Source: an optimization exercise on an open RTL-to-GDS flow (aim: small area). Production flows keep margins and buffers that such runs may drop. In this exercise RTL edits were held to simulation tests only and were not proved equivalent to the original. The clock port is modelled as an ideal driver; clocking choices that lean on that would not hold on a real chip. Power figures rest on the tool's default switching activity, not on a simulated workload.

==> inputs of run A <==
// interface_vga
module interface_vga (
	input wire        clk,
	input wire        reset_n,
	input wire [3:0]  KEY,
	output wire [7:0] red, green, blue,
	output wire       h_sync, v_sync,
	output wire       n_sync, n_blank
);
clock: 20.0 ns
lec_check: 0
cap_margin: 20
core_margin: 2
core_utilization: 40
slew_margin: 20
run.sh (not shown) runs the stock make flow with config.mk's settings and CLKGATE_MAP_FILE= SYNTH_SCRIPT=/design/flow/synth_recipe.tcl, a recipe that flattens the netlist after the stock synthesis.
==> run F: changes against run A <==
==> flow/flow/run.sh (new file) <==
#!/bin/bash
# Own layout flow: the standard flow, except that
#  - the combinational logic of the standard synthesis is mapped again for area with ABC
#    (flip-flops, adder cells and tie cells are kept as the standard synthesis made them),
#  - ports are buffered with sky130_fd_sc_hd__buf_1,
#  - the clock tree uses small clock buffers and no dummy loads.
# Every tool writes its full output to a log file in this folder.
set -euo pipefail
W=$PWD
F=$W/flow
P=${FLOW_PLATFORM:-sky130hd}
R=$W/orfs/results/$P/interface_vga/base
L=$W/orfs/logs/$P/interface_vga/base
LIB=$FLOW_HOME/platforms/$P/lib/sky130_fd_sc_hd__tt_025C_1v80.lib

bash standard.sh synth > $W/log_std_synth.txt 2>&1
cp $R/1_2_yosys.v $W/std_1_2_yosys.v

export REOPT_LIB=$LIB REOPT_IN=$W/std_1_2_yosys.v REOPT_TOP=${FLOW_TOP:-interface_vga}
export REOPT_DONTUSE="$(grep -o -- '-dont_use [^ ]*' $L/1_2_yosys.log | sort -u | tr '\n' ' ')"
export REOPT_SCRIPT=$F/area.script REOPT_STAT=$W/reopt_stat.txt REOPT_OUT=$W/reopt_1_2_yosys.v
if yosys -c $F/reopt.tcl > $W/log_reopt.txt 2>&1 &&
   python3 $F/check_regs.py $W/std_1_2_yosys.v $W/reopt_1_2_yosys.v > $W/log_check_regs.txt 2>&1; then
  cp $W/reopt_1_2_yosys.v $R/1_2_yosys.v
else
  echo "re-mapping failed or changed registers: keeping the standard synthesis" >> $W/log_check_regs.txt
fi
touch $R/1_2_yosys.v

export BUFFER_PORTS_ARGS="-buffer_cell sky130_fd_sc_hd__buf_1"
export CTS_ARGS="-sink_clustering_enable -repair_clock_nets -dont_use_dummy_load -buf_list sky130_fd_sc_hd__clkbuf_8"
bash standard.sh finish > $W/log_std_finish.txt 2>&1
==> flow/flow/area.script (new file) <==
strash
&get -n
&deepsyn -T 60
&put
dch
amap
topo
==> flow/flow/check_regs.py (new file) <==
#!/usr/bin/env python3
"""check_regs.py A.v B.v: exit 0 when both netlists hold the same flip-flops (instance name and
cell type) and the same adder and tie cells are not required to match."""
import re, sys
def regs(path):
    s = open(path).read()
    out = {}
    for t, n in re.findall(r'^\s*(sky130_fd_sc_hd__\w+)\s+(\S+(?: \S+)?)\s*\(', s, re.M):
        if re.search(r'__(df|ed|sdf|dl)', t):
            out[n.strip()] = t
    return out
a, b = regs(sys.argv[1]), regs(sys.argv[2])
if a != b or not a:
    print('register mismatch:', len(a), len(b), sorted(set(a.items()) ^ set(b.items()))[:10])
    sys.exit(1)
print('registers match:', len(a))
==> flow/flow/reopt.tcl (new file) <==
# Re-map the combinational logic of the standard synthesis for area.
# Registers, adder cells and tie cells stay as they are.
yosys -import
set lib $::env(REOPT_LIB)
read_liberty -ignore_miss_func $lib
# keep sequential cells, adder cells and tie cells as opaque cells
blackbox sky130_fd_sc_hd__df* sky130_fd_sc_hd__ed* sky130_fd_sc_hd__sdf* sky130_fd_sc_hd__dl* sky130_fd_sc_hd__fa_* sky130_fd_sc_hd__ha_* sky130_fd_sc_hd__conb_*
read_verilog $::env(REOPT_IN)
hierarchy -top $::env(REOPT_TOP)
flatten
opt_clean -purge
stat
abc -liberty $lib {*}$::env(REOPT_DONTUSE) -script $::env(REOPT_SCRIPT)
opt_clean -purge
hilomap -singleton -hicell sky130_fd_sc_hd__conb_1 HI -locell sky130_fd_sc_hd__conb_1 LO
insbuf -buf sky130_fd_sc_hd__buf_1 A X
splitnets
opt_clean -purge
tee -o $::env(REOPT_STAT) stat -liberty $lib
write_verilog -noattr -noexpr -nohex -nodec $::env(REOPT_OUT)
==> flow/standard.sh (new file) <==
#!/bin/bash
# synth_recipe.tcl (not shown) runs the flow's synth.tcl, then flattens the netlist and writes it again
# the make line also repeats each setting of config.mk as NAME=value (left out here)
make -C /OpenROAD-flow-scripts/flow DESIGN_CONFIG=/design/flow/config.mk WORK_HOME=/design/flow/orfs CLKGATE_MAP_FILE= SYNTH_SCRIPT=/design/flow/synth_recipe.tcl "${@:-finish}"
removed: flow/run.sh
==> summary of the runs <==
- Of run A and run F, run F has the higher worst setup slack (gap 570 ps).
- Between run F and run A, the lower cell count is in run F (gap 7.1%, measured against run A).
- Of run A and run F, run F has the higher global-route usage (gap 1.3 points).
- Between run F and run A, the lower first-iteration DRC count is in run F (gap about 50%, measured against run A).
- Between run A and run F, the lower routed wire length is in run F (gap 19%, measured against run F).
- Of run F and run A, run A has the higher die area (gap 18%, measured against run A).
- Of run A and run F, run A has the higher final area (gap about 20%, measured against run F).
==> figures <==
Total routing resource utilization after global routing: run F 0.214; run A 0.201
Row count: run F 37; run A 41
CP arrival: run F 5460 ps; run A 6030 ps
Multi-input gates: run F 451; run A 510
DRC violation total after the first TritonRoute iteration: run F 202; run A 404
Average routed wire per standard cell: run F 15.7 um; run A 17.4 um
Amount of wire on met2 after detailed routing: run F 5.39 mm; run A 6.42 mm
Capture point of the critical path: run F red[0]; run A red[4]
Inverters, non-clock: run F 79; run A 39
Reg2reg path depth: run F 23; run A 18
Shortest period the worst path allows: run F 9460 ps; run A 10030 ps
Fillcell total: run F 1104; run A 1343
Switching power share of the total: run F 0.414; run A 0.385
Reg2reg end: run F Y[8]; run A X[9]
Area of the mapped netlist: run F 4290 um2; run A 5240 um2
Outcome: run F timing/DRC/antenna clean; run A timing/DRC/antenna clean


==> 11-22 <==
interface_vga, a different RTL version from the one above (not shown whole).
clock: 20.0 ns
lec_check: 0
cap_margin: 20
core_margin: 2
core_utilization: 40
slew_margin: 20
standard.sh (not shown) runs the stock make flow with config.mk's settings and CLKGATE_MAP_FILE= SYNTH_SCRIPT=/design/flow/synth_recipe.tcl, a recipe that flattens the netlist after the stock synthesis.
==> flow/flow/run.sh <==
#!/bin/bash
# Own layout flow: the standard flow, except that
#  - the combinational logic of the standard synthesis is mapped again for area with ABC
#    (flip-flops and tie cells are kept as the standard synthesis made them); the result is
#    used only when it keeps every register and Yosys proves it equivalent to the original,
#  - ports are buffered with sky130_fd_sc_hd__buf_1,
#  - the clock tree uses small clock buffers and no dummy loads.
# Every tool writes its full output to a log file in this folder.
set -euo pipefail
W=$PWD
F=$W/flow
P=${FLOW_PLATFORM:-sky130hd}
R=$W/orfs/results/$P/interface_vga/base
L=$W/orfs/logs/$P/interface_vga/base
LIB=$FLOW_HOME/platforms/$P/lib/sky130_fd_sc_hd__tt_025C_1v80.lib

bash standard.sh synth > $W/log_std_synth.txt 2>&1
cp $R/1_2_yosys.v $W/std_1_2_yosys.v

export REOPT_LIB=$LIB REOPT_IN=$W/std_1_2_yosys.v REOPT_TOP=${FLOW_TOP:-interface_vga}
export REOPT_DONTUSE="$(grep -o -- '-dont_use [^ ]*' $L/1_2_yosys.log | sort -u | tr '\n' ' ')"
export REOPT_SCRIPT=$F/area.script REOPT_STAT=$W/reopt_stat.txt REOPT_OUT=$W/reopt_1_2_yosys.v
if yosys -c $F/reopt.tcl > $W/log_reopt.txt 2>&1 &&
   python3 $F/check_regs.py $W/std_1_2_yosys.v $W/reopt_1_2_yosys.v > $W/log_check_regs.txt 2>&1 &&
   EQ_GOLD=$W/std_1_2_yosys.v EQ_GATE=$W/reopt_1_2_yosys.v yosys -c $F/equiv.tcl > $W/log_equiv.txt 2>&1; then
  cp $W/reopt_1_2_yosys.v $R/1_2_yosys.v
else
  echo "re-mapping failed, changed registers or was not proven equivalent: keeping the standard synthesis" >> $W/log_check_regs.txt
fi
touch $R/1_2_yosys.v

export BUFFER_PORTS_ARGS="-buffer_cell sky130_fd_sc_hd__buf_1"
export CTS_ARGS="-sink_clustering_enable -repair_clock_nets -dont_use_dummy_load -buf_list sky130_fd_sc_hd__clkbuf_8"
bash standard.sh finish > $W/log_std_finish.txt 2>&1
==> flow/flow/area.script <==
strash
&get -n
&deepsyn -T 60
&put
dch
amap
topo
==> flow/flow/equiv.tcl <==
# Prove that the re-mapped netlist does what the standard synthesis does (same registers).
yosys -import
set lib $::env(REOPT_LIB)
read_liberty -ignore_miss_func -overwrite $lib
read_verilog $::env(EQ_GOLD)
yosys rename $::env(REOPT_TOP) gold
read_verilog $::env(EQ_GATE)
yosys rename $::env(REOPT_TOP) gate
hierarchy -check
flatten gold gate
opt_clean
equiv_make gold gate equiv
hierarchy -top equiv
equiv_simple -seq 2
equiv_induct -seq 2
equiv_status -assert
==> flow/flow/reopt.tcl <==
# Re-map the combinational logic of the standard synthesis for area.
# Registers and tie cells stay as they are.
yosys -import
set lib $::env(REOPT_LIB)
read_liberty -ignore_miss_func $lib
# keep sequential cells and tie cells as opaque cells
blackbox sky130_fd_sc_hd__df* sky130_fd_sc_hd__ed* sky130_fd_sc_hd__sdf* sky130_fd_sc_hd__dl* sky130_fd_sc_hd__conb_*
read_verilog $::env(REOPT_IN)
hierarchy -top $::env(REOPT_TOP)
flatten
opt_clean -purge
stat
abc -liberty $lib {*}$::env(REOPT_DONTUSE) -script $::env(REOPT_SCRIPT)
opt_clean -purge
hilomap -singleton -hicell sky130_fd_sc_hd__conb_1 HI -locell sky130_fd_sc_hd__conb_1 LO
insbuf -buf sky130_fd_sc_hd__buf_1 A X
splitnets
opt_clean -purge
tee -o $::env(REOPT_STAT) stat -liberty $lib
write_verilog -noattr -noexpr -nohex -nodec $::env(REOPT_OUT)
Other scripts of this flow, unchanged in this note and not shown: flow/flow/check_regs.py
==> inputs of 08-17, as changes to 11-22 <==
==> flow/flow/run.sh (replaced) <==
#!/bin/bash
# Own layout flow: the standard flow, except that
#  - the combinational logic of the standard synthesis is mapped again for area with ABC
#    (flip-flops and tie cells are kept as the standard synthesis made them); the result is
#    used only when it keeps every register and Yosys proves it equivalent to the original,
#  - ports are buffered with sky130_fd_sc_hd__buf_1,
#  - the clock tree uses sky130_fd_sc_hd__clkbuf_8 leaf buffers, a small root buffer and no
#    dummy loads.
# Every tool writes its full output to a log file in this folder.
set -euo pipefail
W=$PWD
F=$W/flow
P=${FLOW_PLATFORM:-sky130hd}
R=$W/orfs/results/$P/interface_vga/base
L=$W/orfs/logs/$P/interface_vga/base
LIB=$FLOW_HOME/platforms/$P/lib/sky130_fd_sc_hd__tt_025C_1v80.lib

bash standard.sh synth > $W/log_std_synth.txt 2>&1
cp $R/1_2_yosys.v $W/std_1_2_yosys.v

export REOPT_LIB=$LIB REOPT_IN=$W/std_1_2_yosys.v REOPT_TOP=${FLOW_TOP:-interface_vga}
export REOPT_DONTUSE="$(grep -o -- '-dont_use [^ ]*' $L/1_2_yosys.log | sort -u | tr '\n' ' ')"
# six ABC runs with different random seeds, in parallel; the smallest netlist that keeps the
# registers and is proven equivalent replaces the standard synthesis
for S in 1 2 3 4 5 6; do
  sed "s/@SEED@/$S/" $F/area.script > $W/reopt_$S.script
  ( REOPT_SCRIPT=$W/reopt_$S.script REOPT_STAT=$W/reopt_stat_$S.txt REOPT_OUT=$W/reopt_$S.v \
      yosys -c $F/reopt.tcl > $W/log_reopt_$S.txt 2>&1 || true ) &
done
wait
CHOSEN=""
for S in $(for S in 1 2 3 4 5 6; do a=$(grep -i 'chip area' $W/reopt_stat_$S.txt 2>/dev/null | awk '{print $NF}' || true); [ -n "$a" ] && echo "$a $S"; done | sort -g | awk '{print $2}'); do
  if python3 $F/check_regs.py $W/std_1_2_yosys.v $W/reopt_$S.v > $W/log_check_regs_$S.txt 2>&1 &&
     EQ_GOLD=$W/std_1_2_yosys.v EQ_GATE=$W/reopt_$S.v yosys -c $F/equiv.tcl > $W/log_equiv_$S.txt 2>&1; then
    CHOSEN=$S
    break
  fi
done
if [ -n "$CHOSEN" ]; then
  echo "using re-mapped netlist of seed $CHOSEN" > $W/log_reopt_choice.txt
  cp $W/reopt_$CHOSEN.v $R/1_2_yosys.v
else
  echo "no re-mapped netlist kept the registers and was proven equivalent: keeping the standard synthesis" > $W/log_reopt_choice.txt
fi
touch $R/1_2_yosys.v

export BUFFER_PORTS_ARGS="-buffer_cell sky130_fd_sc_hd__buf_1"
export CTS_ARGS="-sink_clustering_enable -repair_clock_nets -dont_use_dummy_load -buf_list sky130_fd_sc_hd__clkbuf_8"
export POST_CTS_TCL=$F/small_root.tcl SMALL_ROOT_CELL=sky130_fd_sc_hd__clkbuf_2
bash standard.sh finish > $W/log_std_finish.txt 2>&1
==> flow/flow/area.script (replaced) <==
strash
&get -n
&deepsyn -T 90 -S @SEED@
&put
dch
amap
topo
==> flow/flow/small_root.tcl (new file) <==
# POST_CTS hook: the root buffer of the clock tree only drives the few leaf buffers, so it
# is sized down to a small clock buffer. Skipped unless the tree has exactly that shape.
proc small_root {} {
  set block [ord::get_db_block]
  set port_net [[$block findBTerm clk] getNet]
  set its [$port_net getITerms]
  if {[llength $its] != 1} { puts "small_root: clock port drives [llength $its] pins; kept"; return }
  set root [[lindex $its 0] getInst]
  if {![string match *clkbuf* [[$root getMaster] getName]]} { puts "small_root: no root buffer; kept"; return }
  set root_out [[$root findITerm X] getNet]
  set n 0
  foreach it [$root_out getITerms] {
    set inst [$it getInst]
    if {$inst == $root} { continue }
    if {![string match *clkbuf* [[$inst getMaster] getName]]} { puts "small_root: root drives a register; kept"; return }
    incr n
  }
  if {$n > 8} { puts "small_root: root drives $n buffers; kept"; return }
  replace_cell [$root getName] $::env(SMALL_ROOT_CELL)
  puts "small_root: root drives $n buffers; now $::env(SMALL_ROOT_CELL)"
  detailed_placement
  estimate_parasitics -placement
}
small_root
==> inputs of 07-06, as changes to 11-22 <==
==> flow/flow/run.sh (replaced) <==
#!/bin/bash
# Own layout flow: the standard flow, except that
#  - the combinational logic of the standard synthesis is mapped again for area with ABC
#    (flip-flops and tie cells are kept as the standard synthesis made them); the result is
#    used only when it keeps every register and Yosys proves it equivalent to the original,
#  - ports are buffered with sky130_fd_sc_hd__buf_1, and global placement is not timing-driven,
#  - the clock tree uses sky130_fd_sc_hd__clkbuf_8 leaf buffers, a small root buffer and no
#    dummy loads.
# Every tool writes its full output to a log file in this folder.
set -euo pipefail
W=$PWD
F=$W/flow
P=${FLOW_PLATFORM:-sky130hd}
R=$W/orfs/results/$P/interface_vga/base
L=$W/orfs/logs/$P/interface_vga/base
LIB=$FLOW_HOME/platforms/$P/lib/sky130_fd_sc_hd__tt_025C_1v80.lib

bash standard.sh synth > $W/log_std_synth.txt 2>&1
cp $R/1_2_yosys.v $W/std_1_2_yosys.v

export REOPT_LIB=$LIB REOPT_IN=$W/std_1_2_yosys.v REOPT_TOP=${FLOW_TOP:-interface_vga}
export REOPT_DONTUSE="$(grep -o -- '-dont_use [^ ]*' $L/1_2_yosys.log | sort -u | tr '\n' ' ')"
# eight ABC runs with different random seeds, in parallel; the smallest netlist that keeps the
# registers and is proven equivalent replaces the standard synthesis
for S in 1 2 3 4 5 6 7 8; do
  sed "s/@SEED@/$S/" $F/area.script > $W/reopt_$S.script
  ( REOPT_SCRIPT=$W/reopt_$S.script REOPT_STAT=$W/reopt_stat_$S.txt REOPT_OUT=$W/reopt_$S.v \
      yosys -c $F/reopt.tcl > $W/log_reopt_$S.txt 2>&1 || true ) &
done
wait
CHOSEN=""
for S in $(for S in 1 2 3 4 5 6 7 8; do a=$(grep -i 'chip area' $W/reopt_stat_$S.txt 2>/dev/null | awk '{print $NF}' || true); [ -n "$a" ] && echo "$a $S"; done | sort -g | awk '{print $2}'); do
  if python3 $F/check_regs.py $W/std_1_2_yosys.v $W/reopt_$S.v > $W/log_check_regs_$S.txt 2>&1 &&
     EQ_GOLD=$W/std_1_2_yosys.v EQ_GATE=$W/reopt_$S.v yosys -c $F/equiv.tcl > $W/log_equiv_$S.txt 2>&1; then
    CHOSEN=$S
    break
  fi
done
if [ -n "$CHOSEN" ]; then
  echo "using re-mapped netlist of seed $CHOSEN" > $W/log_reopt_choice.txt
  cp $W/reopt_$CHOSEN.v $R/1_2_yosys.v
else
  echo "no re-mapped netlist kept the registers and was proven equivalent: keeping the standard synthesis" > $W/log_reopt_choice.txt
fi
touch $R/1_2_yosys.v

export BUFFER_PORTS_ARGS="-buffer_cell sky130_fd_sc_hd__buf_1"
# plain (not timing-driven) global placement: it adds no buffers of its own; the hook removes the
# buffers synthesis put on nets that drive several ports, as timing-driven placement would
export GPL_TIMING_DRIVEN=0 PRE_GLOBAL_PLACE_TCL=$F/rm_buffers.tcl
export CTS_ARGS="-sink_clustering_enable -repair_clock_nets -dont_use_dummy_load -buf_list sky130_fd_sc_hd__clkbuf_8"
export POST_CTS_TCL=$F/small_root.tcl SMALL_ROOT_CELL=sky130_fd_sc_hd__clkbuf_2
bash standard.sh finish > $W/log_std_finish.txt 2>&1
==> flow/flow/area.script (replaced) <==
strash
&get -n
&deepsyn -T 90 -S @SEED@
&put
dch
amap
topo
==> flow/flow/rm_buffers.tcl (new file) <==
# PRE_GLOBAL_PLACE hook: remove the buffers synthesis put on nets that drive several ports
# (global placement does this itself only when it is timing-driven); port buffering follows.
remove_buffers
==> flow/flow/small_root.tcl (new file) <==
# POST_CTS hook: the root buffer of the clock tree only drives the few leaf buffers, so it
# is sized down to a small clock buffer. Skipped unless the tree has exactly that shape.
proc small_root {} {
  set block [ord::get_db_block]
  set port_net [[$block findBTerm clk] getNet]
  set its [$port_net getITerms]
  if {[llength $its] != 1} { puts "small_root: clock port drives [llength $its] pins; kept"; return }
  set root [[lindex $its 0] getInst]
  if {![string match *clkbuf* [[$root getMaster] getName]]} { puts "small_root: no root buffer; kept"; return }
  set root_out [[$root findITerm X] getNet]
  set n 0
  foreach it [$root_out getITerms] {
    set inst [$it getInst]
    if {$inst == $root} { continue }
    if {![string match *clkbuf* [[$inst getMaster] getName]]} { puts "small_root: root drives a register; kept"; return }
    incr n
  }
  if {$n > 8} { puts "small_root: root drives $n buffers; kept"; return }
  replace_cell [$root getName] $::env(SMALL_ROOT_CELL)
  puts "small_root: root drives $n buffers; now $::env(SMALL_ROOT_CELL)"
  detailed_placement
  estimate_parasitics -placement
}
small_root
==> qor summary <==
	08-17	11-22	07-06
Cell count after placement	722	723	718
Total Die Area	10160 um^2	10200 um^2	10150 um^2
Area of the mapped netlist	3746 um^2	3764 um^2	3745 um^2
Cell Pwr Density	52.97 nW/um^2	53.62 nW/um^2	54.08 nW/um^2
Worst Reg-to-Reg Cells	22	21	24
WL final	11860 um	11560 um	11780 um
Source of the worst register-to-register timing path	X[6]$_SDFF_PN1_	X[1]$_SDFF_PN0_	X[5]$_SDFF_PN1_
Worst-case clock skew	0.02117 ns	0.01515 ns	0.01856 ns
Number of signal-net inverters in the final layout	71	68	78
Post-route cell area	3998 um^2	4024 um^2	3986 um^2
Final core area utilization	43.68%	43.76%	43.55%
Total via count after detailed routing	4489	4316	4227
Detailed route wirelength on metal2	5240 um	5036 um	5392 um
Final clock period utilization by the worst path	38.11%	37.95%	39.13%
Seq pwr share	56.5%	55.2%	54.8%
Final total power	211.7 uW	215.8 uW	215.6 uW
Run status	finished clean	finished clean	finished clean
Relative contribution of combinational cells to total power	18.3%	17.9%	18.1%
Total area of multi-input combinational cells	2320 um^2	2349 um^2	2297 um^2
Seq/total area	27.04%	26.87%	27.12%
FMAX	0.1312 GHz	0.1317 GHz	0.1278 GHz
Synth Instances	599	600	597

[port drivers added, routing unchanged]
The flow's constraints put no driver on any port. The routed layouts listed below were extracted and timed again, unchanged, in two steps.
Step 1: set_driving_cell puts a clkbuf_16 on clk and a buf_2 on each other input, an assumption about the parent block.
Step 2 adds t to the input delays and takes it off the output delays; t is the mean of the earliest and latest rising clock arrival at the registers after step 1. Input paths then give back, and output paths get back, about the clock's delay inside the block.
Three values: ideal, step 1, step 2; two values: the first two.
run | t (ns) | slack for setup (ns) | latest minus earliest clock arrival (ns) | worst data-port slew with drivers (ns)
run A | 0.338 | 9.972 / 9.932 / 10.269 | 0.004 / 0.005 | 0.03
run F | 0.337 | 10.545 / 10.510 / 10.847 | 0.018 / 0.018 | 0.03
11-22 | 0.338 | 12.409 / 12.377 / 12.715 | 0.015 / 0.015 | 0.03
08-17 | 0.410 | 12.378 / 12.348 / 12.758 | 0.022 / 0.021 | 0.03
07-06 | 0.415 | 12.175 / 12.142 / 12.557 | 0.019 / 0.019 | 0.03
After both steps setup and hold are still met in every run listed.
